From an optimization exercise on the open Yosys and OpenROAD flow, aimed at small area, a short achievable clock period and few clock cycles per item; shortcuts taken in it are not production practice. Only simulation tests tie the RTL to the original design; equivalence was not proved.

## config.mk

```make
export PLATFORM = sky130hd
export DESIGN_NAME = admm_check_node
export DESIGN_NICKNAME = admm_check_node
export VERILOG_FILES = /design/flow/design.v
export SDC_FILE = /design/flow/constraint.sdc
export NUM_CORES = 4
export LEC_CHECK = 0
export ABC_AREA = 1
export CAP_MARGIN = 20
export CORE_MARGIN = 2
export CORE_UTILIZATION = 60
export SETUP_SLACK_MARGIN = 4.5
export SLEW_MARGIN = 20
```

## constraint.sdc

```tcl
create_clock -name core_clock -period 10.0 [get_ports {clk}]
set_input_delay 2.0000 -clock core_clock [delete_from_list [all_inputs] [get_ports {clk}]]
set_output_delay 2.0000 -clock core_clock [all_outputs]
set_load 0.01 [all_outputs]
```

## design.v

```verilog
module acn_reg #(parameter W = 1, parameter ON = 1) (
	input clk,
	input en,
	input [W-1:0] d,
	output [W-1:0] q
);
generate
	if (ON) begin : r
		reg [W-1:0] q_r;
		always @(posedge clk)
			if (en) q_r <= d;
		assign q = q_r;
	end else begin : w
		assign q = d;
	end
endgenerate
endmodule
module acn_csa #(parameter W = 8) (
	input [W-1:0] a,
	input [W-1:0] b,
	input [W-1:0] c,
	output [W-1:0] s,
	output [W-1:0] cy
);
wire [W-1:0] m = (a & b) | (c & (a ^ b));
assign s = a ^ b ^ c;
assign cy = {m[W-2:0], 1'b0};
endmodule
module acn_divc #(parameter D = 3, parameter N = 20) (
	input [N-1:0] x,
	output [N-1:0] q,
	output [2:0] r
);
localparam L = clog2f(N);
wire [2:0] pv [0:L][0:N-1];
genvar l, k;
generate
	for (k = 0; k < N; k = k + 1) begin : init
		assign pv[0][k] = {2'b00, x[N-1-k]};
	end
	for (l = 0; l < L; l = l + 1) begin : lev
		for (k = 0; k < N; k = k + 1) begin : node
			if ((k >> l) & 1) begin : comb
				localparam integer J = ((k >> l) << l) - 1;
				localparam integer M = pow2mod(k - J);
				assign pv[l+1][k] = addmod(mulmod(pv[l][J], M), pv[l][k]);
			end else begin : pass
				assign pv[l+1][k] = pv[l][k];
			end
		end
	end
	for (k = 0; k < N; k = k + 1) begin : qbits
		if (k == 0) begin : first
			assign q[N-1] = (x[N-1] >= D);
		end else begin : rest
			wire [3:0] tw = {pv[L][k-1], 1'b0} + x[N-1-k];
			assign q[N-1-k] = (tw >= D);
		end
	end
endgenerate
assign r = pv[L][N-1];
function [2:0] addmod;
	input [2:0] a;
	input [2:0] b;
	integer i;
	begin
		addmod = 3'd0;
		for (i = 0; i < D * D; i = i + 1)
			if (a == i / D && b == i % D) addmod = (i / D + i % D) % D;
	end
endfunction
function [2:0] mulmod;
	input [2:0] a;
	input integer m;
	integer i;
	begin
		mulmod = 3'd0;
		for (i = 0; i < D; i = i + 1)
			if (a == i) mulmod = (i * m) % D;
	end
endfunction
function integer pow2mod;
	input integer e;
	integer i;
	begin
		pow2mod = 1;
		for (i = 0; i < e; i = i + 1)
			pow2mod = (pow2mod * 2) % D;
	end
endfunction
function integer clog2f;
	input integer v;
	integer t;
	begin
		t = v - 1;
		for (clog2f = 0; t > 0; clog2f = clog2f + 1)
			t = t >> 1;
	end
endfunction
endmodule
module acn_kp (
	input [74:0] ws_flat,
	input flip,
	output [18:0] N0,
	output [18:0] N1,
	output [18:0] N2,
	output [18:0] N3,
	output [18:0] N4,
	output [4:1] gt
);
genvar g;
wire [18:0] ws [0:4];    
wire [18:0] nws [0:4];   
generate
	for (g = 0; g < 5; g = g + 1) begin : s3s
		assign ws[g] = {4'd0, ws_flat[15*g +: 15]};
		assign nws[g] = ~ws[g];
	end
endgenerate
wire [18:0] y0 = ws[0] ^ {19{flip}};
wire [18:0] K0 = {8'd0, 1'b1, 9'd0, flip};                  
wire [18:0] K1 = {8'd0, 1'b1, 8'd0, flip, ~flip};          
wire [18:0] K2 = {8'd0, 1'b1, 8'd0, 1'b1, flip};           
wire [18:0] K3 = {8'd0, 1'b1, 7'd0, flip, ~flip, ~flip};  
wire [18:0] a_s, a_c, n1s, n1c, n2s, n2c, b_s, b_c, n3s, n3c, c_s, c_c, d_s, d_c, n4s, n4c;
acn_csa #(19) cs0 (y0, ws[1], ws[2], a_s, a_c);
acn_csa #(19) cs1 (y0, ws[1], K0, n1s, n1c);
acn_csa #(19) cs2 (a_s, a_c, K0, n2s, n2c);
acn_csa #(19) cs3 (a_s, a_c, ws[3], b_s, b_c);
acn_csa #(19) cs4 (b_s, b_c, K0, n3s, n3c);
acn_csa #(19) cs5 (ws[3], ws[4], K0, c_s, c_c);
acn_csa #(19) cs6 (a_s, a_c, c_s, d_s, d_c);
acn_csa #(19) cs7 (d_s, d_c, c_c, n4s, n4c);
assign N0 = y0 + K0;
assign N1 = n1s + n1c;
assign N2 = n2s + n2c;
assign N3 = n3s + n3c;
assign N4 = n4s + n4c;
wire [18:0] g1s, g1c;
acn_csa #(19) cg1 (y0, K0, nws[1], g1s, g1c);
wire [18:0] g1v = g1s + g1c;
wire [18:0] g2s, g2c, g2t, g2u;
acn_csa #(19) cg2a (y0, ws[1], {nws[2][17:0], 1'b0}, g2s, g2c);
acn_csa #(19) cg2b (g2s, g2c, K1, g2t, g2u);
wire [18:0] g2v = g2t + g2u;
wire [18:0] g3m, g3n, g3s, g3c, g3t, g3u;
acn_csa #(19) cg3a (nws[3], {nws[3][17:0], 1'b0}, K2, g3m, g3n);
acn_csa #(19) cg3b (a_s, a_c, g3m, g3s, g3c);
acn_csa #(19) cg3c (g3s, g3c, g3n, g3t, g3u);
wire [18:0] g3v = g3t + g3u;
wire [18:0] g4m, g4n, g4s, g4c, g4t, g4u;
acn_csa #(19) cg4a (ws[3], {nws[4][16:0], 2'b00}, K3, g4m, g4n);
acn_csa #(19) cg4b (a_s, a_c, g4m, g4s, g4c);
acn_csa #(19) cg4c (g4s, g4c, g4n, g4t, g4u);
wire [18:0] g4v = g4t + g4u;
assign gt = {~g4v[18], ~g3v[18], ~g2v[18], ~g1v[18]};
endmodule
module admm_check_node (
	input clk,
	input reset,
	input ready_in,
	input valid_in,
	input [7:0] tag_in,
	input [54:0] messages_in,
	input [54:0] duals_in,
	output busy,
	output ready_out,
	output valid_out,
	output [7:0] tag_out,
	output checkNotSatisfied,
	output [54:0] messages_out,
	output [54:0] duals_out
);
localparam C1 = 1;  
localparam C2 = 1;  
localparam C3 = 1;  
localparam C4 = 1;  
localparam C5 = 1;  
localparam C6 = 1;  
localparam NS = C1 + C2 + C3 + C4 + C5 + C6;
wire en = ready_in;
assign ready_out = ready_in;
reg [NS-1:0] vld;
always @(posedge clk or posedge reset)
	if (reset) vld <= {NS{1'b0}};
	else if (en) vld <= {vld[NS-2:0], valid_in};
assign valid_out = vld[NS-1] & ready_in;
assign busy = |vld;
genvar g, h;
wire [74:0] w0_flat;
wire [4:0] sv0;
wire [4:0] xs;
generate
	for (g = 0; g < 5; g = g + 1) begin : s1
		wire signed [10:0] x = messages_in[11*g +: 11];
		wire signed [10:0] l = duals_in[11*g +: 11];
		wire signed [15:0] xe = x;
		wire signed [15:0] le = {l[10], l, 4'b0000};
		wire signed [15:0] v = xe + le;
		assign sv0[g] = v[15];
		assign w0_flat[15*g +: 15] = (v[14:0] ^ {15{v[15]}}) + v[15];
		assign xs[g] = x[10];
	end
endgenerate
wire cns0 = ^(~xs);
wire [74:0] w1_flat;
wire [4:0] sv1;
wire [8:0] tg1;
acn_reg #(75, C1) r1w (clk, en, w0_flat, w1_flat);
acn_reg #(5, C1) r1s (clk, en, sv0, sv1);
acn_reg #(9, C1) r1t (clk, en, {tag_in, cns0}, tg1);
wire [14:0] w [0:4];
wire [4:0] big, f0;
generate
	for (g = 0; g < 5; g = g + 1) begin : s2w
		assign w[g] = w1_flat[15*g +: 15];
		assign big[g] = |w[g][14:9];
		assign f0[g] = ~sv1[g] & (|w[g]);
	end
endgenerate
wire [9:0] le;
generate
	for (g = 0; g < 5; g = g + 1) begin : s2c
		for (h = g + 1; h < 5; h = h + 1) begin : c
			assign le[pidx(g, h)] = w[g] <= w[h];
		end
	end
endgenerate
wire [4:0] bef [0:4];
wire [4:0] amin;
generate
	for (g = 0; g < 5; g = g + 1) begin : s2b
		wire [4:0] am;
		for (h = 0; h < 5; h = h + 1) begin : b
			if (h < g) begin : lo
				assign bef[g][h] = le[pidx(h, g)];
				assign am[h] = ~(le[pidx(h, g)] | big[g]);
			end else if (h > g) begin : hi
				assign bef[g][h] = ~le[pidx(g, h)];
				assign am[h] = le[pidx(g, h)] | big[h];
			end else begin : eq
				assign bef[g][h] = 1'b0;
				assign am[h] = 1'b1;
			end
		end
		assign amin[g] = &am;
	end
endgenerate
wire flip = ~(^f0);
wire [4:0] f2 = f0 ^ ({5{flip}} & amin);
wire [4:0] ts2 = f2 ^ sv1;  
wire [11:0] cmw [0:4];
generate
	for (g = 0; g < 5; g = g + 1) begin : s2m
		assign cmw[g] = {2'b00, big[g] ? 10'd512 : w[g][9:0]};
	end
endgenerate
wire [11:0] cms = ({12{amin[0]}} & cmw[0]) | ({12{amin[1]}} & cmw[1]) | ({12{amin[2]}} & cmw[2]) |
                  ({12{amin[3]}} & cmw[3]) | ({12{amin[4]}} & cmw[4]);
wire [13:0] c2m = {2'b00, cms[10:0], 1'b0} & {14{flip}};
wire [13:0] ce [0:4];
generate
	for (g = 0; g < 5; g = g + 1) begin : s2ce
		assign ce[g] = {2'b00, cmw[g]};
	end
endgenerate
wire [13:0] cq_a, cq_b, cq_c, cq_d, cq_e, cq_f, cq_g, cq_h;
acn_csa #(14) cq0 (ce[0], ce[1], ce[2], cq_a, cq_b);
acn_csa #(14) cq1 (ce[3], ce[4], 14'h3a00, cq_c, cq_d);  
acn_csa #(14) cq2 (cq_a, cq_b, cq_c, cq_e, cq_f);
acn_csa #(14) cq3 (cq_e, cq_f, cq_d, cq_g, cq_h);
wire [13:0] cq_i, cq_j;
acn_csa #(14) cq4 (cq_g, cq_h, ~c2m, cq_i, cq_j);
wire [13:0] cqv = cq_i + cq_j;
wire sel2 = cqv[13];
wire [4:0] oh [0:4];
generate
	for (g = 0; g < 5; g = g + 1) begin : s2r
		wire [4:0] ow = cnt1h(bef[g]);             
		wire mb = |(amin & bef[g]);                
		wire [4:0] ofl = amin[g] ? 5'b00001 : (mb ? ow : {ow[3:0], 1'b0});
		assign oh[g] = flip ? ofl : ow;
	end
endgenerate
wire [74:0] s2_flat;
generate
	for (g = 0; g < 5; g = g + 1) begin : s2s
		wire [14:0] m [0:4];
		for (h = 0; h < 5; h = h + 1) begin : mm
			assign m[h] = {15{oh[h][g]}} & w[h];
		end
		assign s2_flat[15*g +: 15] = m[0] | m[1] | m[2] | m[3] | m[4];
	end
endgenerate
wire [74:0] s3_flat;
wire flip3;
wire sel3;
wire [74:0] w3_flat;
wire [4:0] sv3, ts3;
wire [8:0] tg3;
acn_reg #(75, C2) r2s (clk, en, s2_flat, s3_flat);
acn_reg #(1, C2) r2p (clk, en, flip, flip3);
acn_reg #(1, C2) r2e (clk, en, sel2, sel3);
acn_reg #(75, C2) r2w (clk, en, w1_flat, w3_flat);
acn_reg #(5, C2) r2v (clk, en, sv1, sv3);
acn_reg #(5, C2) r2f (clk, en, ts2, ts3);
acn_reg #(9, C2) r2t (clk, en, tg1, tg3);
wire [18:0] N0, N1, N2, N3, N4;
wire [4:1] gt;
acn_kp kp (s3_flat, flip3, N0, N1, N2, N3, N4, gt);
wire [74:0] w4_flat;
wire [4:0] sv4, ts4;
wire [8:0] tg4;
wire [94:0] N4_flat;
wire [4:1] gt4;
wire sel4;
acn_reg #(75, C3) r3w (clk, en, w3_flat, w4_flat);
acn_reg #(5, C3) r3v (clk, en, sv3, sv4);
acn_reg #(5, C3) r3f (clk, en, ts3, ts4);
acn_reg #(9, C3) r3t (clk, en, tg3, tg4);
acn_reg #(95, C3) r3p (clk, en, {N4, N3, N2, N1, N0}, N4_flat);
acn_reg #(4, C3) r3k (clk, en, gt, gt4);
acn_reg #(1, C3) r3e (clk, en, sel3, sel4);
wire [4:0] kh4 = {gt4[4], gt4[3] & ~gt4[4], gt4[2] & ~gt4[3], gt4[1] & ~gt4[2], ~gt4[1]};  
wire [18:0] M0 = N4_flat[0 +: 19];
wire [18:0] M1 = N4_flat[19 +: 19];
wire [18:0] M2 = N4_flat[38 +: 19];
wire [18:0] M3 = N4_flat[57 +: 19];
wire [18:0] M4 = N4_flat[76 +: 19];
wire [19:0] q3;
wire [2:0] m3;
wire [20:0] q5;
wire [2:0] m5;
acn_divc #(3, 20) dv3 ({1'b1, ~M2[18], M2[17:0]}, q3, m3);
acn_divc #(5, 21) dv5 ({2'b10, ~M4[18], M4[17:0]}, q5, m5);
wire [18:0] fl3 = {~q3[18], q3[17:0]};
wire [18:0] fl5 = {~q5[18], q5[17:0]};
wire [18:0] Dv = ({19{kh4[0]}} & M0) | ({19{kh4[1]}} & {M1[18], M1[18:1]}) | ({19{kh4[2]}} & fl3) |
                 ({19{kh4[3]}} & {{2{M3[18]}}, M3[18:2]}) | ({19{kh4[4]}} & fl5);
reg [5:0] ntl;  
always @* begin
	ntl = 6'd0;
	if (kh4[1]) ntl = {M1[0], 5'd0};
	if (kh4[3]) ntl = {M3[1:0], 4'd0};
	if (kh4[2]) case (m3[1:0]) 2'd1: ntl = 6'd21; 2'd2: ntl = 6'd43; default: ntl = 6'd0; endcase
	if (kh4[4]) case (m5) 3'd1: ntl = 6'd13; 3'd2: ntl = 6'd26; 3'd3: ntl = 6'd38; 3'd4: ntl = 6'd51; default: ntl = 6'd0; endcase
end
wire [74:0] w5_flat;
wire [4:0] sv5, ts5;
wire [8:0] tg5;
wire [18:0] Dv5;
wire [5:0] ntl5;
wire sel5;
acn_reg #(75, C4) r4w (clk, en, w4_flat, w5_flat);
acn_reg #(5, C4) r4v (clk, en, sv4, sv5);
acn_reg #(5, C4) r4f (clk, en, ts4, ts5);
acn_reg #(9, C4) r4t (clk, en, tg4, tg5);
acn_reg #(19, C4) r4d (clk, en, Dv, Dv5);
acn_reg #(6, C4) r4n (clk, en, ntl, ntl5);
acn_reg #(1, C4) r4s (clk, en, sel4, sel5);
wire [4:0] lo = ntl5[5:1];
wire [4:0] lo_p = lo + ntl5[0];
wire c_p = ntl5[0] & (&lo);
wire [4:0] lo_n = -lo;
wire c_n = ~(|lo);
wire [79:0] z5_flat;
generate
	for (g = 0; g < 5; g = g + 1) begin : s5
		wire [14:0] wv = w5_flat[15*g +: 15];
		wire signed [18:0] tx = {4'b0000, wv} ^ {19{ts5[g]}};
		wire signed [1:0] tc = {1'b0, ts5[g]};
		wire signed [18:0] dv = Dv5;
		wire [19:0] Jx = {dv, 1'b1} + {tx, ts5[g]};
		wire signed [18:0] J = Jx[19:1];
		wire y16 = J < 19'sd512;
		wire sv = sv5[g];
		wire f = ts5[g] ^ sv;
		wire [10:0] U = {y16, ~J[9], J[8:0]} ^ {11{f}};
		wire [10:0] Ui = U + (f ? c_n : c_p);
		wire [15:0] sr = J[18] ? {~f, 15'h4000} : {Ui, f ? lo_n : lo_p};
		wire [9:0] cm = (|wv[14:9]) ? 10'd512 : wv[9:0];
		wire [10:0] c = sv ? -{1'b0, cm} : {1'b0, cm};
		assign z5_flat[16*g +: 16] = sel5 ? {c, 5'b00000} : sr;
	end
endgenerate
wire [79:0] z6_flat;
wire [74:0] w6_flat;
wire [4:0] sv6;
wire [8:0] tg6;
acn_reg #(80, C5) r5z (clk, en, z5_flat, z6_flat);
acn_reg #(75, C5) r5w (clk, en, w5_flat, w6_flat);
acn_reg #(5, C5) r5v (clk, en, sv5, sv6);
acn_reg #(9, C5) r5t (clk, en, tg5, tg6);
wire [54:0] dual6, msg6;
generate
	for (g = 0; g < 5; g = g + 1) begin : s6
		wire sv = sv6[g];
		wire [14:0] wv = w6_flat[15*g +: 15];
		wire [15:0] z = z6_flat[16*g +: 16];
		wire signed [10:0] zh = z[15:5];
		wire nz = |z[4:0];
		wire signed [1:0] nzs = {1'b0, nz};
		wire signed [11:0] zh4 = z[15:4];
		wire zz4 = ~(|z[3:0]);
		wire signed [16:0] vx = {2'b00, wv} ^ {17{sv}};    
		wire signed [16:0] nvx = {2'b00, wv} ^ {17{~sv}};  
		wire signed [1:0] svs = {1'b0, sv};
		wire signed [1:0] nsvs = {1'b0, ~sv};
		wire [16:0] nzh = ~{{6{zh[10]}}, zh};
		wire [16:0] kn = {13'd0, 4'd8 + {3'd0, sv} + {3'd0, ~nz}};
		wire [16:0] ns_, nc_;
		acn_csa #(17) cn (vx, nzh, kn, ns_, nc_);
		wire signed [16:0] N = ns_ + nc_;
		wire [16:0] zh4e = {{5{zh4[11]}}, zh4};
		wire [16:0] kg = {13'd0, 4'd8 + {3'd0, ~sv}};
		wire [16:0] gs_, gc_;
		acn_csa #(17) cg (zh4e, nvx, kg, gs_, gc_);
		wire signed [16:0] G = gs_ + gc_;
		assign dual6[11*g +: 11] = (N >= 17'sd16376) ? 11'h3ff :
		                           ((N <= -17'sd16361) | ((N == -17'sd16360) & ~nz)) ? 11'h401 : N[14:4];
		assign msg6[11*g +: 11] = (G >= 17'sd16376) ? 11'h3ff :
		                          ((G <= -17'sd16361) | ((G == -17'sd16360) & zz4)) ? 11'h401 : G[14:4];
	end
endgenerate
acn_reg #(55, C6) r6d (clk, en, dual6, duals_out);
acn_reg #(55, C6) r6m (clk, en, msg6, messages_out);
acn_reg #(9, C6) r6t (clk, en, tg6, {tag_out, checkNotSatisfied});
function [4:0] cnt1h;
	input [4:0] b;
	integer i, j, c;
	begin
		cnt1h = 5'b00001;
		for (i = 0; i < 32; i = i + 1) begin
			c = 0;
			for (j = 0; j < 5; j = j + 1)
				c = c + ((i >> j) & 1);
			if (b == i)
				cnt1h = 5'b00001 << c;
		end
	end
endfunction
function integer pidx;
	input integer i;
	input integer j;
	begin
		pidx = i * 4 - (i * (i - 1)) / 2 + (j - i - 1);
	end
endfunction
endmodule
```

## run.sh

```bash
#!/bin/bash
# synth_recipe.tcl (not shown) runs the flow's synth.tcl, then flattens the netlist and writes it again
# the make line also repeats each setting of config.mk as NAME=value (left out here)
make -C /OpenROAD-flow-scripts/flow DESIGN_CONFIG=/design/flow/config.mk WORK_HOME=/design/flow/orfs CLKGATE_MAP_FILE= SYNTH_SCRIPT=/design/flow/synth_recipe.tcl finish
```

==> qor.yml, run 1 <==
status:
  status: "no timing/DRC/antenna violations"
detailed_routing:
  ant_nets: 0
  viasPerCell: 5.87
  routed-via-count: 58500
  routed_wl_um: 200000
  wire_per_inst_um: 20.0
  first_iter_violations: 5546
  drcViolationCount: 0
  drtPass1Iterations: 8
clock_network:
  cts_tree: "built"
  cts_buffer_depth: 3
  clk_latency_ns: 0.70
  clk_pin_slew_worst_paths_ns: 0.06
  htree_levels: 3
  clock-root-buffer: "clkbuf_16"
  numCtsBuffers: 91
  cts.sinks: 868
  cts_hold_buf: 0
sta:
  maxSlewHeadroom_pct: 26.7
  fin_skew_ns: 0.0290
  period_minus_slack_ns: 5.57
  rsz0062_at_grt: "yes"
  fin_tns_setup_ns: 0
  drv_slew: 0
  finalHoldViolCount: 0
  worstMarginPinSlew_ns: 1.10
  post-route-period-util_pct: 55.7
  max_freq_mhz: 180
  final-setup-viol-count: 0
floorplanning:
  die_area_um2: 124000
  fp.dieW_um: 352
  ios: 244
  die_h_um: 352
  core_um2: 120000
  initial_core_util_pct: 60.6
  row_count: 127
final_layout:
  fin_area_um2: 81200
  postLayoutCoreUtil_pct: 67.7
  most-common-layout-cells: "1206 x inv_1, 1123 x nand2_1, 930 x ha_1"
  drive_gt1_share_pct: 5.63
  multi_input_area_um2: 41700
  final_common_cell: "inv_1"
  seq_area_um2: 26000
  fill_cells: 9621
  finalNetCount: 9536
  syn_to_final_growth_pct: 11.8
worst_setup_path:
  worstPathRequired_ns: 10.37
  slowest_delay_ns: 0.84
  path_cells: "nor2_1 > nand3_1 > clkinv_1 > nand4_1 > nand2_1 > xnor2_1 > xor2_1 > nand2_1 > nand2_2 > inv_2 > nor2_1 > inv_1 > nand3_1 > inv_1 > a21oi_1 > o2111ai_1"
  arrival_ns: 5.93
  end_kind: "flip-flop"
  crit_slowest_cell: "edfxtp_1"
  path_class: "reg2reg"
  crit_path_start_kind: "flip-flop"
  cp_max_fo: 20
yosys:
  synth_area_leaders: "edfxtp_1 36%, ha_1 16%, inv_1 6.3%"
  syn_nets: 9188
  synth_area_um2: 72700
  synth_edf_count: 862
  synth_top_area_share_pct: 35.6
  ys_seq_area_share_pct: 35.8
  synth-seq-cells: 868
  ys_warn_count: 14
  synth_cell_types: 79
  async_flop_share_pct: 0.691
  avgSynthCellArea_um2: 9.16
  synth-main-ff-cell: "edfxtp_1"
  synth_top_area_cell: "edfxtp_1"
  synthCells: 7928
global_routing:
  antenna_found_initial: 7
  grt_max_degree: 186
  grt_pass1_vias: 54900
  grt_overflow: 0
  gr-usage-all-layers_pct: 31.4
  grt_pass1_wl_um: 306000
place:
  io_buffers: 243
  place_area_um2: 77100
  gp_congestion: 1.06
  dpl.hpwl_um: 154000
job:
  drv_cap: 0
min_path:
  worstHoldPathType: "reg2reg"
-- worst max-delay path, delay by kind of cell, from the launching register on --
kind / cells / cell delay [ns]
simple gates: 8 / 2.10
xor+xnor: 2 / 0.70
flops: 1 / 0.84
compound gates: 2 / 0.49
buf+inv: 4 / 1.08
-- cells by family after synthesis --
logic type / share of synthesized area, %
simple gates: 13.4
compound gates: 12.8
buf+inv: 7.23
fa+ha+maj: 21.7
flops: 35.8
xor+xnor: 9.08
mux: 0.0568
-- registers in the layout, indices dropped and copies added, names as in the netlist, 6 cells and up --
register,count
r3p.r.q_r,95
r5z.r.q_r,80
r1w.r.q_r,75
r2s.r.q_r,75
r2w.r.q_r,75
r3w.r.q_r,75
r4w.r.q_r,75
r5w.r.q_r,75
r6d.r.q_r,55
r6m.r.q_r,55
r4d.r.q_r,19
r1t.r.q_r,9
r2t.r.q_r,9
r3t.r.q_r,9
r4t.r.q_r,9
r5t.r.q_r,9
r6t.r.q_r,9
r4n.r.q_r,6
vld,6
-- routing by layer --
layer / vias up / global-route usage [%] / part of all wire [%]
met5: - / 0 / 0
met3: 558 / 5.53 / 8.8
met2: 2474 / 49.0 / 44
li1: 28100 / - / -
met1: 27400 / 43.0 / 42
met4: 0 / 13.8 / 4.9
-- area by class of cell --
type / count / area share [%]
antenna: 2 / 0.00616
clock buffer: 106 / 2.87
clock inverter: 64 / 0.914
inverter: 1269 / 5.92
multi-input combinational: 5675 / 51.4
sequential: 868 / 32.1
tap: 1612 / 2.48
timing repair buffer: 371 / 4.33
-- worst paths after layout --
path,start,end,slack (ns),depth (start not counted)
setup / recovery,r1w.r.q_r[27],r2s.r.q_r[43],4.43,16
hold / removal,r2w.r.q_r[17],r3w.r.q_r[17],0.41,0
setup reg to reg,r1w.r.q_r[27],r2s.r.q_r[43],4.43,16
hold reg to reg,r2w.r.q_r[17],r3w.r.q_r[17],0.41,0
max in group asynchronous,reset,vld[1],8.28,2
min in group asynchronous,reset,vld[2],1.53,2
-- synth_stat cells, drive strengths merged, types with 96 or more instances --
cell,number
nor3,122
edfxtp,862
xnor2,236
a21oi,575
nand2,1152
xor2,517
o21ai,403
nand3,281
inv,1254
o22ai,96
nand4,96
nor2,466
fa,202
ha,936
-- through the flow --
step	instances	setup slack, ns	hold WS [ns]
2_1_floorplan	7928	4.51	0.400
3_3_place_gp	9719	3.56	0.401
5_1_grt	9965	4.28	0.411
6_report	9967	4.43	0.410
3_5_place_dp	9719	3.42	0.405
4_1_cts	9893	4.21	0.406
-- repair_timing --
| item | CTS | global route |
|---|---|---|
| buffers inserted | 4 | 70 |
| gates resized for setup | 26 | 73 |
| endpoints found under the setup margin | 92 | 162 |
| gates cloned | 0 | 2 |
| pin swaps | 2 | 8 |
Testbench counts, summed over its fixed seeds: cycles 4,848, items 4,800.
==> run 2, diff against run 1 <==
--- a/design.v
+++ b/design.v
@@ -26,26 +26,53 @@
 assign s = a ^ b ^ c;
 assign cy = {m[W-2:0], 1'b0};
 endmodule
-module acn_divc #(parameter D = 3, parameter N = 20) (
+module acn_divc #(parameter D = 3, parameter N = 20, parameter BK = 1) (
 	input [N-1:0] x,
 	output [N-1:0] q,
 	output [2:0] r
 );
 localparam L = clog2f(N);
-wire [2:0] pv [0:L][0:N-1];
+wire [2:0] pv [0:2*L][0:N-1];
 genvar l, k;
 generate
 	for (k = 0; k < N; k = k + 1) begin : init
-		assign pv[0][k] = {2'b00, x[N-1-k]};
+		assign pv[0][k] = x[N-1-k] ? pow2mod(N-1-k) : 3'd0;
 	end
-	for (l = 0; l < L; l = l + 1) begin : lev
-		for (k = 0; k < N; k = k + 1) begin : node
-			if ((k >> l) & 1) begin : comb
-				localparam integer J = ((k >> l) << l) - 1;
-				localparam integer M = pow2mod(k - J);
-				assign pv[l+1][k] = addmod(mulmod(pv[l][J], M), pv[l][k]);
-			end else begin : pass
-				assign pv[l+1][k] = pv[l][k];
+	if (BK) begin : bk
+		for (l = 1; l <= L; l = l + 1) begin : up
+			for (k = 0; k < N; k = k + 1) begin : node
+				if (k % (1 << l) == (1 << l) - 1) begin : c
+					assign pv[l][k] = addmod(pv[l-1][k - (1 << (l-1))], pv[l-1][k]);
+				end else begin : p
+					assign pv[l][k] = pv[l-1][k];
+				end
+			end
+		end
+		for (l = L - 1; l >= 1; l = l - 1) begin : dn
+			for (k = 0; k < N; k = k + 1) begin : node
+				if (k >= (1 << l) + (1 << (l-1)) - 1 && (k - ((1 << l) + (1 << (l-1)) - 1)) % (1 << l) == 0) begin : c
+					assign pv[2*L-l][k] = addmod(pv[2*L-l-1][k - (1 << (l-1))], pv[2*L-l-1][k]);
+				end else begin : p
+					assign pv[2*L-l][k] = pv[2*L-l-1][k];
+				end
+			end
+		end
+		for (k = 0; k < N; k = k + 1) begin : last
+			assign pv[2*L][k] = pv[2*L-1][k];
+		end
+	end else begin : sk
+		for (l = 0; l < L; l = l + 1) begin : lev
+			for (k = 0; k < N; k = k + 1) begin : node
+				if ((k >> l) & 1) begin : c
+					assign pv[l+1][k] = addmod(pv[l][((k >> l) << l) - 1], pv[l][k]);
+				end else begin : p
+					assign pv[l+1][k] = pv[l][k];
+				end
+			end
+		end
+		for (l = L + 1; l <= 2 * L; l = l + 1) begin : fill
+			for (k = 0; k < N; k = k + 1) begin : node
+				assign pv[l][k] = pv[l-1][k];
 			end
 		end
 	end
@@ -53,12 +80,13 @@
 		if (k == 0) begin : first
 			assign q[N-1] = (x[N-1] >= D);
 		end else begin : rest
-			wire [3:0] tw = {pv[L][k-1], 1'b0} + x[N-1-k];
+			wire [2:0] rr = mulmod(pv[2*L][k-1], inv2pow(N-k));
+			wire [3:0] tw = {rr, 1'b0} + x[N-1-k];
 			assign q[N-1-k] = (tw >= D);
 		end
 	end
 endgenerate
-assign r = pv[L][N-1];
+assign r = pv[2*L][N-1];
 function [2:0] addmod;
 	input [2:0] a;
 	input [2:0] b;
@@ -88,6 +116,16 @@
 			pow2mod = (pow2mod * 2) % D;
 	end
 endfunction
+function integer inv2pow;
+	input integer e;
+	integer i, p;
+	begin
+		p = pow2mod(e);
+		inv2pow = 1;
+		for (i = 1; i < D; i = i + 1)
+			if ((p * i) % D == 1) inv2pow = i;
+	end
+endfunction
 function integer clog2f;
 	input integer v;
 	integer t;
@@ -249,30 +287,6 @@
 wire flip = ~(^f0);
 wire [4:0] f2 = f0 ^ ({5{flip}} & amin);
 wire [4:0] ts2 = f2 ^ sv1;  
-wire [11:0] cmw [0:4];
-generate
-	for (g = 0; g < 5; g = g + 1) begin : s2m
-		assign cmw[g] = {2'b00, big[g] ? 10'd512 : w[g][9:0]};
-	end
-endgenerate
-wire [11:0] cms = ({12{amin[0]}} & cmw[0]) | ({12{amin[1]}} & cmw[1]) | ({12{amin[2]}} & cmw[2]) |
-                  ({12{amin[3]}} & cmw[3]) | ({12{amin[4]}} & cmw[4]);
-wire [13:0] c2m = {2'b00, cms[10:0], 1'b0} & {14{flip}};
-wire [13:0] ce [0:4];
-generate
-	for (g = 0; g < 5; g = g + 1) begin : s2ce
-		assign ce[g] = {2'b00, cmw[g]};
-	end
-endgenerate
-wire [13:0] cq_a, cq_b, cq_c, cq_d, cq_e, cq_f, cq_g, cq_h;
-acn_csa #(14) cq0 (ce[0], ce[1], ce[2], cq_a, cq_b);
-acn_csa #(14) cq1 (ce[3], ce[4], 14'h3a00, cq_c, cq_d);  
-acn_csa #(14) cq2 (cq_a, cq_b, cq_c, cq_e, cq_f);
-acn_csa #(14) cq3 (cq_e, cq_f, cq_d, cq_g, cq_h);
-wire [13:0] cq_i, cq_j;
-acn_csa #(14) cq4 (cq_g, cq_h, ~c2m, cq_i, cq_j);
-wire [13:0] cqv = cq_i + cq_j;
-wire sel2 = cqv[13];
 wire [4:0] oh [0:4];
 generate
 	for (g = 0; g < 5; g = g + 1) begin : s2r
@@ -294,13 +308,11 @@
 endgenerate
 wire [74:0] s3_flat;
 wire flip3;
-wire sel3;
 wire [74:0] w3_flat;
 wire [4:0] sv3, ts3;
 wire [8:0] tg3;
 acn_reg #(75, C2) r2s (clk, en, s2_flat, s3_flat);
 acn_reg #(1, C2) r2p (clk, en, flip, flip3);
-acn_reg #(1, C2) r2e (clk, en, sel2, sel3);
 acn_reg #(75, C2) r2w (clk, en, w1_flat, w3_flat);
 acn_reg #(5, C2) r2v (clk, en, sv1, sv3);
 acn_reg #(5, C2) r2f (clk, en, ts2, ts3);
@@ -313,14 +325,12 @@
 wire [8:0] tg4;
 wire [94:0] N4_flat;
 wire [4:1] gt4;
-wire sel4;
 acn_reg #(75, C3) r3w (clk, en, w3_flat, w4_flat);
 acn_reg #(5, C3) r3v (clk, en, sv3, sv4);
 acn_reg #(5, C3) r3f (clk, en, ts3, ts4);
 acn_reg #(9, C3) r3t (clk, en, tg3, tg4);
 acn_reg #(95, C3) r3p (clk, en, {N4, N3, N2, N1, N0}, N4_flat);
 acn_reg #(4, C3) r3k (clk, en, gt, gt4);
-acn_reg #(1, C3) r3e (clk, en, sel3, sel4);
 wire [4:0] kh4 = {gt4[4], gt4[3] & ~gt4[4], gt4[2] & ~gt4[3], gt4[1] & ~gt4[2], ~gt4[1]};  
 wire [18:0] M0 = N4_flat[0 +: 19];
 wire [18:0] M1 = N4_flat[19 +: 19];
@@ -337,6 +347,23 @@
 wire [18:0] fl5 = {~q5[18], q5[17:0]};
 wire [18:0] Dv = ({19{kh4[0]}} & M0) | ({19{kh4[1]}} & {M1[18], M1[18:1]}) | ({19{kh4[2]}} & fl3) |
                  ({19{kh4[3]}} & {{2{M3[18]}}, M3[18:2]}) | ({19{kh4[4]}} & fl5);
+wire [13:0] ce [0:4];
+generate
+	for (g = 0; g < 5; g = g + 1) begin : s4c
+		wire [14:0] wv = w4_flat[15*g +: 15];
+		wire [9:0] cm = (|wv[14:9]) ? 10'd512 : wv[9:0];
+		assign ce[g] = {4'd0, cm} ^ {14{ts4[g]}};
+	end
+endgenerate
+wire [2:0] tpc = ts4[0] + ts4[1] + ts4[2] + ts4[3] + ts4[4];
+wire [13:0] kc = {3'd0, 2'b11, 6'd0, tpc};
+wire [13:0] cs_a, cs_b, cs_c, cs_d, cs_e, cs_f, cs_g, cs_h;
+acn_csa #(14) cc0 (ce[0], ce[1], ce[2], cs_a, cs_b);
+acn_csa #(14) cc1 (ce[3], ce[4], kc, cs_c, cs_d);
+acn_csa #(14) cc2 (cs_a, cs_b, cs_c, cs_e, cs_f);
+acn_csa #(14) cc3 (cs_e, cs_f, cs_d, cs_g, cs_h);
+wire [13:0] csum = cs_g + cs_h;
+wire sel4 = ~csum[13];
 reg [5:0] ntl;  
 always @* begin
 	ntl = 6'd0;
--- a/config.mk
+++ b/config.mk
@@ -9,5 +9,7 @@
 export CAP_MARGIN = 20
 export CORE_MARGIN = 2
 export CORE_UTILIZATION = 60
-export SETUP_SLACK_MARGIN = 4.5
+export CTS_BUF_LIST = sky130_fd_sc_hd__clkbuf_4 sky130_fd_sc_hd__clkbuf_8
+export SETUP_SLACK_MARGIN = 4.85
 export SLEW_MARGIN = 20
+export TNS_END_PERCENT = 20
==> qor.yml, run 2 <==
global_routing:
  grt_max_degree: 172  # -7.5%
  gr-usage-all-layers_pct: 31.9  # +0.52 points
  gr-usage-met3_pct: 5.77  # +0.24 points
  grt_util_met2_pct: 51.0  # +2.0 points
  grt_pass1_vias: 54300  # -1.1%
  grt_pass1_wl_um: 301000  # -1.5%
  antenna_found_initial: 9  # +2
  use_met1_pct: 42.3  # -0.65 points
  grt_overflow: 0  # unchanged
  busiest_layer: "met2"
worst_setup_path:
  slowest_delay_ns: 0.52  # -0.32 ns
  path_cells: "buf_8 > nand2_1 > inv_1 > clkdlybuf4s50_1"
  worstPathRequired_ns: 8.00  # -2.37 ns
  cp_max_fo: 97  # +390%
  end_kind: "output pin"
  crit_family: "buffers and inverters"
  crit_slowest_cell: "clkdlybuf4s50_1"
  arrival_ns: 3.33  # -2.60 ns
  path_class: "in2out"
  cp_num_buf_inv: 3  # -1
  crit_path_start_kind: "primary input"
clock_network:
  cts_buffer_depth: 3  # unchanged
  cts_tree: "built"
  clk_latency_ns: 0.92  # +0.22 ns
  clk_pin_slew_worst_paths_ns: 0.06  # about the same
  htree_levels: 4  # +1
  cts.sinks: 866  # -0.23%
  clock-root-buffer: "clkbuf_8"
  cts_hold_buf: 0  # unchanged
  numCtsBuffers: 153  # +68%
yosys:
  netlist_top_cells_count: "1209 x inv_1, 1116 x nand2_1, 933 x ha_1"
  synth-seq-cells: 866  # -0.23%
  yosysMostFrequentCell: "inv_1"
  synth_top_area_share_pct: 36.0  # +0.35 points
  ys_seq_area_share_pct: 36.2  # +0.35 points
  syn_nets: 9046  # -1.5%
  synth-main-ff-cell: "edfxtp_1"
  ys_warn_count: 14  # unchanged
  async_flop_share_pct: 0.693  # +0.0016 points
  synth_area_um2: 71800  # -1.2%
  avgSynthCellArea_um2: 9.22  # +0.57%
  synth_top_area_cell: "edfxtp_1"
  synth_area_leaders: "edfxtp_1 36%, ha_1 16%, xor2_1 6.6%"
  synth_cell_types: 78  # -1.3%
  synth_edf_count: 860  # -0.23%
  synthCells: 7789  # -1.8%
sta:
  rsz0062_at_grt: "yes"
  finalHoldViolCount: 0  # unchanged
  maxSlewHeadroom_pct: 22.5  # -4.2 points
  drv_slew: 0  # unchanged
  fin_tns_setup_ns: 0  # unchanged
  max_freq_mhz: 188  # +4.5%
  final-setup-viol-count: 0  # unchanged
  worstMarginPinSlew_ns: 1.16  # +0.0635 ns
  fin_skew_ns: 0.0508  # +0.0218 ns
  period_minus_slack_ns: 5.33  # -0.238 ns
  post-route-period-util_pct: 53.3  # -2.4 points
job:
  drv_cap: 0  # unchanged
detailed_routing:
  routed_wl_um: 197000  # -1.1%
  drtPass1Iterations: 8  # unchanged
  ant_nets: 0  # unchanged
  drcViolationCount: 0  # unchanged
  viasPerCell: 5.76  # -1.8%
  routed-via-count: 57300  # -2.1%
  first_iter_violations: 5143  # -7.3%
  wire_per_inst_um: 19.9  # -0.84%
place:
  numPlacedInstances: 9570  # -1.5%
  gp_congestion: 1.02  # -4.3%
  io_buffers: 243  # unchanged
  place_area_um2: 76200  # -1.1%
  dpl.hpwl_um: 152000  # -1.4%
min_path:
  worstHoldPathType: "reg2reg"
final_layout:
  final_common_cell: "inv_1"
  largest-register: "r3p.r.q_r"
  fin_area_um2: 80900  # -0.36%
  drive_gt1_share_pct: 7.02  # +1.4 points
  syn_to_final_growth_pct: 12.7
  finalNetCount: 9480  # -0.59%
  reg_top3: "r3p.r.q_r: 95 flops, r5z.r.q_r: 80 flops"
  largest_reg_flops: 95  # unchanged
  stdcell_count: 9942  # -0.25%
  most-common-layout-cells: "1197 x inv_1, 1101 x nand2_1, 928 x ha_1"
floorplanning:
  die_h_um: 350  # -0.59%
  core_um2: 118000  # -1.3%
  initial_core_util_pct: 60.6  # +0.071 points
  die_area_um2: 122000  # -1.2%
  row_count: 126  # -0.79%
  fp.dieW_um: 350  # -0.59%
  ios: 244  # unchanged
status:
  status: "no timing/DRC/antenna violations"
## run 2: cell count changes in the layout (fill, tap and decap cells not counted), moves of 22 or more
cell | previous run | this run
o22ai_1 | 96 | 68
o221ai_1 | 54 | 77
a21oi_1 | 569 | 598
nand2_1 | 1123 | 1101
o2111ai_1 | 38 | 14
clkbuf_4 | 0 | 32
a22oi_1 | 35 | 7
clkbuf_16 | 92 | 0
o21ai_0 | 376 | 350
clkbuf_8 | 0 | 153
## run 2: what timing repair did
action	4_1_cts	5_1_grt
buffers inserted	22	75
pin swaps	4	20
endpoints found under the setup margin	126	202
gates resized for setup	36	86
## run 2: worst reg2reg max path, cell delays in order, from the launching register on
cell and delay (ns):
edfxtp_1 0.55, buf_6 0.20, buf_4 0.14, xnor2_1 0.16
fa_1 0.62, inv_2 0.09, fa_1 0.54, inv_1 0.05
fa_1 0.40, inv_1 0.07, ha_1 0.14, inv_1 0.07
fa_1 0.40, inv_1 0.07, a31oi_1 0.14, o21ai_1 0.24
nand3_1 0.12, nand2_2 0.11, nand3_1 0.08, nand2_1 0.12
nand3_1 0.10, nand2_2 0.10, nand3_1 0.07, nand2_1 0.10
a211oi_1 0.08, xor2_1 0.15
## run 2: cell type report
cell class                 instances  area, um2
timing repair buffer             379       3620
clock buffer                     185       2350
antenna                            4       10.0
tap                             1600       2000
inverter                        1243       4680
clock inverter                    85        910
multi-input combinational       5580      41400
sequential                       866      26000
fill                            9417      37500
## run 2: logic make-up after synthesis
logic type / after synthesis / share of synthesized area, %
adders and majority gates: 1135 / 21.9
xor gates and xnor gates: 766 / 9.35
AOI/OAI and AO/OA: 1451 / 11.9
and+or+nand+nor: 2225 / 13.6
DFF: 866 / 36.2
muxes: 3 / 0.0436
buffers and inverters: 1343 / 7.05
## run 2: path summary, 6_finish.rpt
| kind | slack, ns | end | cells past startpoint | start |
|---|---|---|---|---|
| max | 4.67 | valid_out | 4 | ready_in |
| min | 0.41 | r4v.r.q_r[4] | 0 | r3v.r.q_r[4] |
| max reg2reg | 4.81 | r3p.r.q_r[94] | 25 | r2p.r.q_r |
| min reg2reg | 0.41 | r4v.r.q_r[4] | 0 | r3v.r.q_r[4] |
| min in group asynchronous | 1.32 | vld[3] | 2 | reset |
| max in group asynchronous | 8.49 | vld[2] | 2 | reset |
## run 2: per-layer routing
| layer | part of all wire, % | up-vias |
|---|---|---|
| met1 | 42 | 26900 |
| met4 | 5.0 | 6 |
| li1 | - | 27700 |
| met3 | 7.8 | 525 |
| met2 | 45 | 2198 |
| met5 | 0.020 | - |
## run 2: metrics by stage
step           util [%]  hold WS, ns  setup slack, ns
2_1_floorplan         -        0.400             4.84
3_3_place_gp       64.4        0.401             3.67
3_5_place_dp       64.4        0.405             3.52
4_1_cts            67.4        0.410             4.65
5_1_grt            68.3        0.415             4.54
6_report           68.3        0.408             4.67
Testbench counts of run 2, summed over its fixed seeds: cycles 4,848, items 4,800.
==> run 3, diff against run 2 <==
--- a/design.v
+++ b/design.v
@@ -406,8 +406,8 @@
 		wire [10:0] Ui = U + (f ? c_n : c_p);
 		wire [15:0] sr = J[18] ? {~f, 15'h4000} : {Ui, f ? lo_n : lo_p};
 		wire [9:0] cm = (|wv[14:9]) ? 10'd512 : wv[9:0];
-		wire [10:0] c = sv ? -{1'b0, cm} : {1'b0, cm};
-		assign z5_flat[16*g +: 16] = sel5 ? {c, 5'b00000} : sr;
+		wire [10:0] cx = {1'b0, cm} ^ {11{sv}};
+		assign z5_flat[16*g +: 16] = sel5 ? {cx, 5'b00000} : sr;
 	end
 endgenerate
 wire [79:0] z6_flat;
@@ -418,6 +418,8 @@
 acn_reg #(75, C5) r5w (clk, en, w5_flat, w6_flat);
 acn_reg #(5, C5) r5v (clk, en, sv5, sv6);
 acn_reg #(9, C5) r5t (clk, en, tg5, tg6);
+wire sel6;
+acn_reg #(1, C5) r5s (clk, en, sel5, sel6);
 wire [54:0] dual6, msg6;
 generate
 	for (g = 0; g < 5; g = g + 1) begin : s6
@@ -434,12 +436,13 @@
 		wire signed [1:0] svs = {1'b0, sv};
 		wire signed [1:0] nsvs = {1'b0, ~sv};
 		wire [16:0] nzh = ~{{6{zh[10]}}, zh};
-		wire [16:0] kn = {13'd0, 4'd8 + {3'd0, sv} + {3'd0, ~nz}};
+		wire bsv = sel6 & sv;  
+		wire [16:0] kn = {13'd0, 4'd8 + {3'd0, sv & ~sel6} + {3'd0, ~nz}};
 		wire [16:0] ns_, nc_;
 		acn_csa #(17) cn (vx, nzh, kn, ns_, nc_);
 		wire signed [16:0] N = ns_ + nc_;
 		wire [16:0] zh4e = {{5{zh4[11]}}, zh4};
-		wire [16:0] kg = {13'd0, 4'd8 + {3'd0, ~sv}};
+		wire [16:0] kg = {13'd0, 4'd8 + {3'd0, ~sv} + {2'd0, bsv, 1'b0}};
 		wire [16:0] gs_, gc_;
 		acn_csa #(17) cg (zh4e, nvx, kg, gs_, gc_);
 		wire signed [16:0] G = gs_ + gc_;
==> qor.yml, run 3 <==
yosys:
  synth-seq-cells: 867  # +0.12%
  synth-main-ff-cell: "edfxtp_1"
  yosysMostFrequentCell: "inv_1"
  synth_compound_area_share_pct: 11.8  # -0.11 points
  synthCells: 7660  # -1.7%
  ys_seq_area_share_pct: 36.4  # +0.17 points
  synthMuxAreaShare_pct: 0.0140  # -0.030 points
  synth_top_area_share_pct: 36.1  # +0.17 points
  synth_area_leaders: "edfxtp_1 36%, ha_1 16%, xor2_1 6.8%"
  synthAdderAreaFrac_pct: 22.0  # +0.13 points
  netlist_top_cells_count: "1148 x inv_1, 1108 x nand2_1, 928 x ha_1"
  synth_top_area_cell: "edfxtp_1"
  synth_top_family_by_area: "adder cells"
  synth_area_um2: 71500  # -0.35%
  ys_warn_count: 14  # unchanged
  avgSynthCellArea_um2: 9.34  # +1.3%
  syn_nets: 8917  # -1.4%
  async_flop_share_pct: 0.692  # -0.00080 points
  synth_edf_count: 861  # +0.12%
  synth_xor_area_share_pct: 9.62  # +0.28 points
  synth_simple_gate_area_share_pct: 13.3  # -0.29 points
  synth_cell_types: 84  # +7.7%
sta:
  period_minus_slack_ns: 5.31  # -0.0188 ns
  maxSlewHeadroom_pct: 21.8  # -0.73 points
  drv_slew: 0  # unchanged
  hold_slack_ns: 0.396  # -0.0119 ns
  final-setup-viol-count: 0  # unchanged
  max_freq_mhz: 188  # +0.36%
  finalHoldViolCount: 0  # unchanged
  post-route-period-util_pct: 53.1  # -0.19 points
  fin_tns_setup_ns: 0  # unchanged
  fin_skew_ns: 0.0497  # -0.00108 ns
  rsz0062_at_grt: "yes"
  worstMarginPinSlew_ns: 1.17  # +0.0110 ns
clock_network:
  cts_buffer_depth: 3  # unchanged
  clk_latency_ns: 0.89  # -0.03 ns
  numCtsBuffers: 148  # -3.3%
  clock-root-buffer: "clkbuf_8"
  cts_tree: "built"
  clk_pin_slew_worst_paths_ns: 0.06  # about the same
  cts_hold_buf: 0  # unchanged
  cts.sinks: 867  # +0.12%
  htree_levels: 4  # unchanged
final_layout:
  finalNetCount: 9314  # -1.8%
  largest-register: "r3p.r.q_r"
  reg_top3: "r3p.r.q_r: 95 flops, r5z.r.q_r: 80 flops"
  multi_input_area_um2: 41300  # -0.11%
  stdcell_count: 9717  # -2.3%
  most-common-layout-cells: "1136 x inv_1, 1092 x nand2_1, 915 x ha_1"
  syn_to_final_growth_pct: 12.1
  final_common_cell: "inv_1"
  largest_reg_flops: 95  # unchanged
  fill_cells: 9528  # +1.2%
  seq_area_um2: 26000  # +0.12%
  drive_gt1_share_pct: 7.47  # +0.46 points
worst_setup_path:
  crit_family: "buffers and inverters"
  path_cells: "buf_8 > nand2_1 > inv_1 > clkdlybuf4s50_1"
  crit_path_start_kind: "primary input"
  end_kind: "output pin"
  cp_max_fo: 104  # +7.2%
  cp_num_buf_inv: 3  # unchanged
  crit_slowest_cell: "clkdlybuf4s50_1"
  worstPathRequired_ns: 8.00  # about the same
  path_class: "in2out"
  arrival_ns: 3.31  # -0.02 ns
  slowest_delay_ns: 0.53  # about the same
detailed_routing:
  drtPass1Iterations: 6  # -2
  routed-via-count: 56300  # -1.8%
  drcViolationCount: 0  # unchanged
  wire_per_inst_um: 19.9  # +0.15%
  routed_wl_um: 193000  # -2.1%
  first_iter_violations: 4790  # -6.9%
  ant_nets: 0  # unchanged
  viasPerCell: 5.79  # +0.45%
global_routing:
  grt_max_degree: 197  # +15%
  grt_util_met2_pct: 49.0  # -1.9 points
  gr-usage-all-layers_pct: 31.0  # -0.89 points
  busiest_layer: "met2"
  grt_overflow: 0  # unchanged
  gr-usage-met3_pct: 5.28  # -0.49 points
  grt_pass1_wl_um: 293000  # -2.7%
  antenna_found_initial: 10  # +1
  use_met1_pct: 42.7  # +0.32 points
  grt_pass1_vias: 53400  # -1.7%
floorplanning:
  initial_core_util_pct: 60.5  # -0.13 points
  die_area_um2: 122000  # -0.34%
  core_um2: 118000  # -0.13%
  ios: 244  # unchanged
  fp.dieW_um: 349  # -0.17%
  row_count: 126  # unchanged
  die_h_um: 349  # -0.17%
place:
  dpl.hpwl_um: 149000  # -1.8%
  io_buffers: 243  # unchanged
  numPlacedInstances: 9367  # -2.1%
  gp_congestion: 1.02  # about the same
status:
  status: "no timing/DRC/antenna violations"
job:
  drv_cap: 0  # unchanged
min_path:
  worstHoldPathType: "reg2reg"
## run 3: changes by cell type after synthesis, moves of 14 or more
cell and change:
nor3_1 -23, xor2_1 +22, nor2_1 -24, o22ai_1 +37, o32ai_1 +14, inv_1 -61
o21ai_0 -76, nand4_1 -18, o21ai_1 +15
## run 3: cell type report
type,count,share of cell area (%)
antenna,4,0.0125
clock buffer,179,2.85
clock inverter,91,0.975
inverter,1194,5.64
multi-input combinational,5502,51.5
sequential,867,32.4
tap,1536,2.40
timing repair buffer,343,4.15
timing repair inverter,1,0.00624
## run 3: worst paths after layout
check	startpoint	endpoint	slack, ns	cells after the start
setup reg to reg	r1w.r.q_r[62]	r2s.r.q_r[62]	4.72	22
min in group asynchronous	reset	vld[5]	1.34	2
hold / removal	r2w.r.q_r[19]	r3w.r.q_r[19]	0.40	0
hold reg to reg	r2w.r.q_r[19]	r3w.r.q_r[19]	0.40	0
max in group asynchronous	reset	vld[0]	8.46	2
setup / recovery	ready_in	valid_out	4.69	4
## run 3: layer usage
| metal | vias to the layer above | share of wire [%] |
|---|---|---|
| met2 | 2174 | 45 |
| met1 | 26300 | 44 |
| li1 | 27200 | - |
| met5 | - | 0.040 |
| met4 | 12 | 4.0 |
| met3 | 496 | 7.7 |
## run 3: worst register-to-register path: stages (launching register included)
cell and delay, ns:
edfxtp_1 0.61, inv_1 0.32, ha_1 0.38, nand2_1 0.07, o21ai_0 0.17, a21oi_1 0.09
o21a_1 0.17, o21bai_1 0.13, a21oi_1 0.08, o41ai_1 0.23, nand2_1 0.29, inv_1 0.16
nand2_1 0.06, o2111ai_1 0.20, inv_1 0.14, nand2_1 0.08, nand4_1 0.18, inv_1 0.19
nand2_1 0.07, nand2_1 0.46, clkinvlp_4 0.45, a21oi_1 0.23, o221ai_1 0.18
## run 3: repair_timing
item / CTS / global route
resized for setup: 32 / 142
pin swaps: 5 / 56
setup endpoints to repair: 135 / 243
gates cloned: 1 / 6
setup buffers: 8 / 61
## run 3: cells by family (layout without fill, tap and decap cells)
group	Yosys count	count (layout)
other cells	0	4
fa+ha+maj	1135	1135
xor+xnor	786	787
compound gates	1419	1422
flops	867	867
simple gates	2157	2157
buf+inv	1295	1808
mux	1	1
## run 3: per-stage QoR
stage          instance area (um2)  util, %  setup WS (ns)
6_report                     80200     67.8           4.69
4_1_cts                      79000     66.8           4.62
3_3_place_gp                 75700     64.0           3.67
2_1_floorplan                71500        -           4.81
5_1_grt                      80200     67.8           4.50
3_5_place_dp                 75700     64.0           3.62
Testbench counts of run 3, summed over its fixed seeds: cycles 4,848, items 4,800.
==> run 4, diff against run 3 <==
--- a/config.mk
+++ b/config.mk
@@ -9,7 +9,5 @@
 export CAP_MARGIN = 20
 export CORE_MARGIN = 2
 export CORE_UTILIZATION = 60
-export CTS_BUF_LIST = sky130_fd_sc_hd__clkbuf_4 sky130_fd_sc_hd__clkbuf_8
-export SETUP_SLACK_MARGIN = 4.85
+export SETUP_SLACK_MARGIN = 4.7
 export SLEW_MARGIN = 20
-export TNS_END_PERCENT = 20
==> qor.yml, run 4 <==
final_layout:
  syn_to_final_growth_pct: 12.0  # about the same
  reg_top3: "r3p.r.q_r: 95 flops, r5z.r.q_r: 80 flops"
  finalNetCount: 9256  # -0.62%
  seq_area_um2: 26000  # unchanged
  fill_cells: 9389  # -1.5%
  postLayoutCoreUtil_pct: 67.7  # about the same
  drive_gt1_share_pct: 5.88  # -1.6 points
  largest_reg_flops: 95  # unchanged
  largest-register: "r3p.r.q_r"
  multi_input_area_um2: 41100  # -0.56%
  final_common_cell: "inv_1"
  most-common-layout-cells: "1139 x inv_1, 1101 x nand2_1, 922 x ha_1"
worst_setup_path:
  worstPathRequired_ns: 10.47  # +2.47 ns
  cp_max_fo: 15  # -86%
  path_class: "reg2reg"
  arrival_ns: 5.67  # +2.36 ns
  end_kind: "flip-flop"
  crit_path_start_kind: "flip-flop"
floorplanning:
  fp.dieW_um: 349  # unchanged
  ios: 244  # unchanged
  die_area_um2: 122000  # unchanged
  initial_core_util_pct: 60.5  # unchanged
  die_h_um: 349  # unchanged
  core_um2: 118000  # unchanged
  row_count: 126  # unchanged
clock_network:
  cts_buffer_depth: 3  # unchanged
  clock-root-buffer: "clkbuf_16"
  cts_hold_buf: 0  # unchanged
  cts_tree: "built"
  numCtsBuffers: 96  # -35%
  clk_pin_slew_worst_paths_ns: 0.06  # about the same
  htree_levels: 3  # -1
  clk_latency_ns: 0.71  # -0.18 ns
  cts.sinks: 867  # unchanged
status:
  status: "no timing/DRC/antenna violations"
detailed_routing:
  routed-via-count: 55700  # -0.99%
  drtPass1Iterations: 9  # +3
  routed_wl_um: 191000  # -1.4%
  first_iter_violations: 4929  # +2.9%
  wire_per_inst_um: 19.8  # -0.34%
  drcViolationCount: 0  # unchanged
  ant_nets: 0  # unchanged
  viasPerCell: 5.79  # about the same
yosys:
  synth-seq-cells: 867  # unchanged
  avgSynthCellArea_um2: 9.34  # unchanged
  synth_edf_count: 861  # unchanged
  syn_nets: 8917  # unchanged
  synth_top_area_share_pct: 36.1  # unchanged
  ys_warn_count: 14  # unchanged
  synth-main-ff-cell: "edfxtp_1"
  synth_cell_types: 84  # unchanged
  synth_top_area_cell: "edfxtp_1"
  yosysMostFrequentCell: "inv_1"
  async_flop_share_pct: 0.692  # unchanged
  synthCells: 7660  # unchanged
  netlist_top_cells_count: "1148 x inv_1, 1108 x nand2_1, 928 x ha_1"
  synth_area_leaders: "edfxtp_1 36%, ha_1 16%, xor2_1 6.8%"
  synth_area_um2: 71500  # unchanged
  ys_seq_area_share_pct: 36.4  # unchanged
global_routing:
  grt_pass1_wl_um: 291000  # -0.71%
  grt_overflow: 0  # unchanged
  grt_pass1_vias: 52300  # -2.0%
  grt_max_degree: 89  # -55%
  gr-usage-all-layers_pct: 30.8  # -0.24 points
  antenna_found_initial: 4  # -6
place:
  place_ws_ns: 3.71  # +0.0965 ns
  dpl.hpwl_um: 149000  # -0.18%
  io_buffers: 243  # unchanged
  gp_congestion: 1.02  # -0.30%
sta:
  post-route-period-util_pct: 52.0  # -1.1 points
  rsz0062_at_grt: "yes"
  final-setup-viol-count: 0  # unchanged
  drv_slew: 0  # unchanged
  fin_tns_setup_ns: 0  # unchanged
  worstMarginPinSlew_ns: 1.11  # -0.0669 ns
  max_freq_mhz: 192  # +2.2%
  layout_setup_ws_ns: 4.80  # +0.113 ns
  finalHoldViolCount: 0  # unchanged
  period_minus_slack_ns: 5.20  # -0.113 ns
  fin_skew_ns: 0.0418  # -0.00791 ns
  maxSlewHeadroom_pct: 25.7  # +3.9 points
min_path:
  worstHoldPathType: "reg2reg"
job:
  drv_cap: 0  # unchanged
run 4: cell counts after synthesis:
No cell type changed its count.
run 4: worst paths after layout:
kind,slack [ns],cells past startpoint,startpoint,endpoint
setup / recovery,4.80,17,r1w.r.q_r[57],r2s.r.q_r[29]
hold / removal,0.41,0,r2w.r.q_r[43],r3w.r.q_r[43]
setup reg to reg,4.80,17,r1w.r.q_r[57],r2s.r.q_r[29]
hold reg to reg,0.41,0,r2w.r.q_r[43],r3w.r.q_r[43]
max in group asynchronous,8.27,2,reset,vld[0]
min in group asynchronous,1.53,2,reset,vld[5]
run 4: final cells by class:
class / count / share of cell area [%]
Timing Repair Buffer: 340 / 4.06
Tap cell: 1536 / 2.40
Multi-Input combinational cell: 5500 / 51.3
Sequential cell: 867 / 32.5
Antenna cell: 5 / 0.0156
Inverter: 1194 / 5.64
Clock buffer: 107 / 3.05
Clock inverter: 69 / 1.08
run 4: logic make-up after synthesis:
family,after synthesis,synth area share (%)
buf+inv,1295,6.90
xor+xnor,786,9.62
compound gates,1419,11.8
mux,1,0.0140
flops,867,36.4
fa+ha+maj,1135,22.0
simple gates,2157,13.3
run 4: repair_timing:
action / in CTS / in global routing
resized for setup: 14 / 111
setup endpoints to repair: 75 / 162
cloned: 0 / 2
pin swaps: 1 / 9
buffers inserted: 9 / 49
endpoints found under the hold margin: 0 / 0
run 4: per-stage QoR:
step                      hold WS (ns)  std cells  instance area [um2]
after global placement           0.401       9375                75800
after floorplan                  0.400       7660                71500
after CTS                        0.407       9560                79200
final                            0.408       9618                80100
after global routing             0.412       9613                80100
after detailed placement         0.405       9375                75800
run 4: worst max-delay path, stage by stage, from the launching register on:
cell	delay, ns
edfxtp_1	0.52
inv_1	0.40
ha_1	0.34
a21oi_1	0.17
nor2_1	0.06
a2111oi_1	0.66
o21ai_0	0.27
o21ai_2	0.25
nor2_1	0.10
inv_1	0.09
o2111ai_1	0.20
inv_1	0.17
nand2_1	0.07
nand3_1	0.19
inv_1	0.14
nand2_1	0.08
nand3_1	0.61
o221ai_1	0.65
run 4: routing by layer:
layer,global-route usage (%),part of all wire [%],vias up
met2,49.2,45,2108
met1,42.5,43,26100
met4,10.6,3.9,4
met5,0,0.016,-
met3,5.19,7.6,465
li1,-,-,27100

-- separate check: timing with driven ports --
No port has a modelled driver above. Below, the same layouts with a new extraction and two added sets of constraints.
Step 1 assumes that a clkbuf_16 drives the clock port and a buf_2 every other input.
Step 2 adds t to the input delays and takes it off the output delays; t is the mean of the earliest and latest rising clock arrival at the registers after step 1. Input paths then give back, and output paths get back, about the clock's delay inside the block.
Three values: no drivers, after step 1, after step 2; two values: the first two.
run	t, ns	setup slack, ns	latest minus earliest clock arrival (ns)
run 1	0.763	4.433 / 4.433 / 4.038	0.033 / 0.034
run 2	0.974	4.671 / 4.612 / 4.072	0.052 / 0.051
run 3	0.944	4.690 / 4.632 / 4.270	0.055 / 0.055
run 4	0.770	4.803 / 4.803 / 4.304	0.042 / 0.042
After both steps setup and hold are still met in every run listed. The setup slack of run 2, which loses most, moves by -0.059 ns with the drivers and by -0.599 ns with both steps.
